Background: an optimization exercise with open tools, aiming at small area. Do not read the settings as production practice.
Where RTL was checked, it was by simulation tests only, not by an equivalence proof against the original.
The clock port is modelled as an ideal driver; clocking choices that lean on that would not hold on a real chip.
Power figures rest on the tool's default switching activity, not on a simulated workload.

==> module processor, before the edit <==
module processor( input         clk, reset,
                  output [31:0] PC,
                  input  [31:0] instruction,
                  output        WE,
                  output [31:0] address_to_mem,
                  output [31:0] data_to_mem,
                  input  [31:0] data_from_mem
                );
	reg         p;
	reg  [31:0] PCr;
	reg  [31:0] rf [1:31];
	wire regWrite, isSTORE, isOPIMM, isQB, selPC, selRS1, useRs2, sub;
	wire useSum, shR, shL, isAnd, isSlt, isLink, isLOAD, isBRANCH, isBNE;
	wire left, arith;
	wire [8:0] immsel;
	ctrl CTRL (instruction, regWrite, isSTORE, isOPIMM, isQB, selPC, selRS1, useRs2, sub,
	           useSum, shR, shL, isAnd, isSlt, isLink, isLOAD, isBRANCH, isBNE,
	           left, arith, immsel);
	always @(posedge clk) p <= ~p;
	wire [31:0] x;
	wire [31:1] we, sel1, sel2;
	rf_dec DEC_W (instruction[11:7],  regWrite, we);
	rf_dec_r DEC_1 (instruction[19:15], sel1);
	rf_dec_r DEC_2 (instruction[24:20], sel2);
	genvar r, b;
	generate
		for (r = 1; r < 32; r = r + 1) begin : g_rf
			wire wen_r = ~we[r];
			wire [31:0] d_r;
			for (b = 0; b < 32; b = b + 1) begin : g_bit
				rf_nxt NXT (rf[r][b], x[b], we[r], wen_r, d_r[b]);
			end
			always @(posedge clk) rf[r] <= d_r;
		end
	endgenerate
	wire pc1 = p & (instruction[19:15] != 5'd0);
	wire pc2 = (p & (instruction[24:20] != 5'd0)) ^ sub;
	wire [31:0] rd1, rd2;    
	generate
		for (b = 0; b < 32; b = b + 1) begin : g_rd
			wire [31:1] col;
			for (r = 1; r < 32; r = r + 1) begin : g_col
				assign col[r] = rf[r][b];
			end
			rf_rmux RM1 (col, sel1, pc1, rd1[b]);
			rf_rmux RM2 (col, sel2, pc2, rd2[b]);
		end
	endgenerate
	wire [31:0] An, Bn, sum, gand;
	opmux OPMUX (PCr, rd1, rd2, instruction, selPC, selRS1, useRs2, immsel, An, Bn);
	add32 ADD (An, Bn, sub, isQB, sum, gand);
	wire [31:0] shr;
	shifter SH (rd1, isOPIMM ? instruction[24:20] : rd2[4:0], left, arith, shr);
	wire [31:0] pc4;
	wire [31:2] pcc;    
	assign pc4[1:0] = PCr[1:0];
	assign pc4[2] = ~PCr[2];
	assign pcc[3] = PCr[2];
	generate
		for (b = 3; b < 32; b = b + 1) begin : g_inc
			if (b < 31) begin : h
				c_ha HA (PCr[b], pcc[b], pc4[b], pcc[b+1]);
			end else begin : t
				assign pc4[b] = PCr[b] ^ pcc[b];
			end
		end
	endgenerate
	wire lt = (rd1[31] ^ ~rd2[31]) ? rd1[31] : sum[31];
	wbmux WB (useSum, sum, shR, shr, shL, isAnd, gand, isLink, pc4, isLOAD, data_from_mem,
	          isSlt & lt, p, x);
	wire eq = (rd1 == rd2);
	wire taken = isLink | (isBRANCH & (eq ^ isBNE));
	wire [31:0] PCn;
	pcmux PCMUX (taken, sum, pc4, reset, PCn);
	always @(posedge clk) PCr <= PCn;
	assign PC = PCr;
	assign WE = isSTORE;
	assign address_to_mem = sum;
	assign data_to_mem = rd2;
endmodule
==> module ctrl, before the edit <==
module ctrl(input [31:0] I,
            output regWrite, isSTORE, isOPIMM, isQB, selPC, selRS1, useRs2, sub,
            output useSum, shR, shL, isAnd, isSlt, isLink, isLOAD, isBRANCH, isBNE,
            output left, arith,
            output [8:0] immsel);
	wire [6:0] op = I[6:0];
	wire [2:0] f3 = I[14:12];
	wire isOP   = (op == 7'b0110011);
	assign isOPIMM = (op == 7'b0010011);
	assign isLOAD  = (op == 7'b0000011);
	assign isSTORE = (op == 7'b0100011);
	assign isBRANCH = (op == 7'b1100011);
	wire isJAL  = (op == 7'b1101111);
	wire isJALR = (op == 7'b1100111);
	wire isLUI  = (op == 7'b0110111);
	wire isAUIPC = (op == 7'b0010111);
	assign isQB = (op == 7'b0001011);
	wire f7zero = (I[31:25] == 7'b0000000);
	wire f7sub  = (I[31:25] == 7'b0100000);
	wire f7ok   = f7zero | f7sub;
	wire opValid = (f3 == 3'b001) | (f3 == 3'b010) | (f3 == 3'b111) |
	               (((f3 == 3'b000) | (f3 == 3'b101)) & f7ok);
	wire opimmValid = (f3 != 3'b101) | f7ok;
	assign regWrite = (isOP & opValid) | (isOPIMM & opimmValid) | isLOAD | isJAL |
	                  isJALR | isLUI | isAUIPC | isQB;
	wire isShift = (isOP | isOPIMM) & (f3[1:0] == 2'b01);      
	assign isSlt  = isOP & (f3 == 3'b010);
	assign isAnd  = isOP & (f3 == 3'b111);
	assign isLink = isJAL | isJALR;
	assign useSum = ~(isShift | isSlt | isAnd | isLink | isLOAD);
	assign left   = ~f3[2];
	assign arith  = I[30];
	assign shR    = isShift & f3[2];
	assign shL    = isShift & ~f3[2];
	assign isBNE  = (f3 == 3'b001);
	assign selPC  = isBRANCH | isJAL | isAUIPC;
	assign selRS1 = ~(selPC | isLUI);
	assign useRs2 = isOP | isQB;
	assign sub    = isOP & ~f3[2] & ~f3[0] & (f3[1] | I[30]);
	wire tU = isLUI | isAUIPC;
	wire tI = ~(useRs2 | isSTORE | isBRANCH | isJAL | tU);
	assign immsel[0] = tI;
	assign immsel[1] = isSTORE;
	assign immsel[2] = tI | isJAL;
	assign immsel[3] = isSTORE | isBRANCH;
	assign immsel[4] = tI | isSTORE | isBRANCH | isJAL;
	assign immsel[5] = tI | isSTORE | isBRANCH;
	assign immsel[6] = isBRANCH;
	assign immsel[7] = isJAL;
	assign immsel[8] = tU;
endmodule
==> module opmux, before the edit <==
module opmux(input [31:0] pc, rs1, rs2, I, input selPC, selRS1, useRs2,
             input [8:0] immsel, output [31:0] An, Bn);
	wire useImm = ~useRs2;
	wire tUJ = immsel[8] | immsel[7];
	genvar b;
	generate
		for (b = 0; b < 32; b = b + 1) begin : g
			c_aoi22 AM (selPC, pc[b], selRS1, rs1[b], An[b]);
			if (b == 0) begin : b0
				c_aoi222 BM (useRs2, rs2[b], immsel[0], I[20], immsel[1], I[7], Bn[b]);
			end else if (b < 5) begin : b1
				c_aoi222 BM (useRs2, rs2[b], immsel[2], I[20+b], immsel[3], I[7+b], Bn[b]);
			end else if (b < 11) begin : b5
				c_aoi22 BM (useRs2, rs2[b], immsel[4], I[20+b], Bn[b]);
			end else if (b == 11) begin : b11
				wire t1, t2;
				c_aoi22 BM1 (useRs2, rs2[b], immsel[5], I[31], t1);
				c_aoi22 BM2 (immsel[6], I[7], immsel[7], I[20], t2);
				c_and2 BM (t1, t2, Bn[b]);
			end else if (b < 20) begin : b12
				c_aoi222 BM (useRs2, rs2[b], immsel[5], I[31], tUJ, I[b], Bn[b]);
			end else if (b < 31) begin : b20
				c_aoi222 BM (useRs2, rs2[b], immsel[4], I[31], immsel[8], I[b], Bn[b]);
			end else begin : b31
				c_aoi22 BM (useRs2, rs2[b], useImm, I[31], Bn[b]);
			end
		end
	endgenerate
endmodule
==> flow/config.mk <==
export PLATFORM = sky130hd
export DESIGN_NAME = processor
export DESIGN_NICKNAME = processor
export VERILOG_FILES = /design/flow/design.v
export SDC_FILE = /design/flow/constraint.sdc
export NUM_CORES = 8
export LEC_CHECK = 0
export CAP_MARGIN = 20
export CORE_MARGIN = 2
export CORE_UTILIZATION = 45
export CTS_BUF_LIST = sky130_fd_sc_hd__clkbuf_8
export CTS_CLUSTER_DIAMETER = 50
export CTS_CLUSTER_SIZE = 14
export GPL_TIMING_DRIVEN = 0
export PLACE_DENSITY = 0.55
export SETUP_SLACK_MARGIN = 0.45
export SLEW_MARGIN = 20
export SYNTH_HIERARCHICAL = 1
==> flow/constraint.sdc <==
create_clock -name core_clock -period 10.0 [get_ports {clk}]
set_input_delay 2.0000 -clock core_clock [delete_from_list [all_inputs] [get_ports {clk}]]
set_output_delay 2.0000 -clock core_clock [all_outputs]
set_load 0.01 [all_outputs]
standard.sh (not shown) runs the stock make flow with config.mk's settings and CLKGATE_MAP_FILE= SYNTH_SCRIPT=/design/flow/synth_recipe.tcl, a recipe that flattens the netlist after the stock synthesis.
==> flow/flow/run.sh <==
#!/bin/bash
# Own layout flow: the standard synthesis unchanged, then the standard ORFS
# steps with these changes:
#  - before floorplanning, every combinational cell is swapped to the
#    smallest-area variant of its function (flow/downsize.tcl); the repair
#    steps size up only what timing or slew needs;
#  - ports get buf_1 buffers instead of the default delay buffers;
#  - repair steps may use only buf_1/buf_2 as buffers (flow/dontuse.tcl);
#  - placement is not timing-driven (its built-in repair buffers heavily);
#  - the clock tree uses clkbuf_8 and no dummy loads;
# Each tool's output is in synth.log / layout.log here and in orfs/logs/.
set -euo pipefail
here=$(pwd)
bash standard.sh synth > synth.log 2>&1
bash standard.sh \
  "PRE_FLOORPLAN_TCL=$here/flow/downsize.tcl" \
  "PRE_GLOBAL_PLACE_TCL=$here/flow/dontuse.tcl" \
  "PRE_RESIZE_TCL=$here/flow/dontuse.tcl" \
  "PRE_CTS_TCL=$here/flow/dontuse_cts.tcl" \
  "PRE_GLOBAL_ROUTE_TCL=$here/flow/dontuse.tcl" \
  "BUFFER_PORTS_ARGS=-buffer_cell sky130_fd_sc_hd__buf_1" \
  "CTS_ARGS=-sink_clustering_enable -repair_clock_nets -dont_use_dummy_load -buf_list sky130_fd_sc_hd__clkbuf_8 -sink_clustering_size 14 -sink_clustering_max_diameter 50" \
  finish > layout.log 2>&1
Other scripts of this flow, unchanged in this note and not shown: flow/flow/dontuse.tcl, flow/flow/dontuse_cts.tcl, flow/flow/downsize.tcl, flow/flow/downsize_map.tcl
Rerun with:
--- a/flow/design.v
+++ b/flow/design.v
@@ -14,5 +14,5 @@
 	wire useSum, shR, shL, isAnd, isSlt, isLink, isLOAD, isBRANCH, isBNE;
 	wire left, arith;
-	wire [8:0] immsel;
+	wire [9:0] immsel;
 	ctrl CTRL (instruction, regWrite, isSTORE, isOPIMM, isQB, selPC, selRS1, useRs2, sub,
 	           useSum, shR, shL, isAnd, isSlt, isLink, isLOAD, isBRANCH, isBNE,
@@ -84,5 +84,5 @@
             output useSum, shR, shL, isAnd, isSlt, isLink, isLOAD, isBRANCH, isBNE,
             output left, arith,
-            output [8:0] immsel);
+            output [9:0] immsel);
 	wire [6:0] op = I[6:0];
 	wire [2:0] f3 = I[14:12];
@@ -130,7 +130,8 @@
 	assign immsel[7] = isJAL;
 	assign immsel[8] = tU;
+	assign immsel[9] = tI | isSTORE;
 endmodule
 module opmux(input [31:0] pc, rs1, rs2, I, input selPC, selRS1, useRs2,
-             input [8:0] immsel, output [31:0] An, Bn);
+             input [9:0] immsel, output [31:0] An, Bn);
 	wire useImm = ~useRs2;
 	wire tUJ = immsel[8] | immsel[7];
@@ -147,5 +148,5 @@
 			end else if (b == 11) begin : b11
 				wire t1, t2;
-				c_aoi22 BM1 (useRs2, rs2[b], immsel[5], I[31], t1);
+				c_aoi22 BM1 (useRs2, rs2[b], immsel[9], I[31], t1);
 				c_aoi22 BM2 (immsel[6], I[7], immsel[7], I[20], t2);
 				c_and2 BM (t1, t2, Bn[b]);
What happened:
- core utilization grows by 0.45 points
- sequential power is higher by about 7%
- total power goes up by about 12%
- die area is about the same
- design area increases by 0.82%
- routed wire length shrinks by about 0.75%
- critical path depth is higher by 6
- maximum frequency drops by 0.79%
- count of clock-buffer cells in the layout stays the same
Function not checked in the first run of this note: the RTL went through the layout flow alone.

==> re-timing with driven ports <==
Ports are ideal in the flow. The routed layouts listed here were re-timed in OpenROAD.
Step 1, drivers: a clkbuf_16 drives clk and a buf_2 each remaining input, both assumed.
Step 2, shift: input delay + t, output delay - t, t = (earliest + latest rising clock arrival at the registers) / 2. This alone moves slack from input paths to output paths.
Three values: ideal ports, drivers, drivers and shift; two values: the first two.
run | t (ns) | setup slack, ns | worst setup path after step 2
the first run | 0.879 | 0.200 / 0.181 / 0.135 | input to register
the second run | 0.858 | 0.122 / 0.095 / -0.227 | input to register
With both steps, setup timing fails in the second run, where it was met with ideal ports. The setup slack of the second run, which loses most, moves by -0.027 ns with the drivers and by -0.349 ns with both steps.
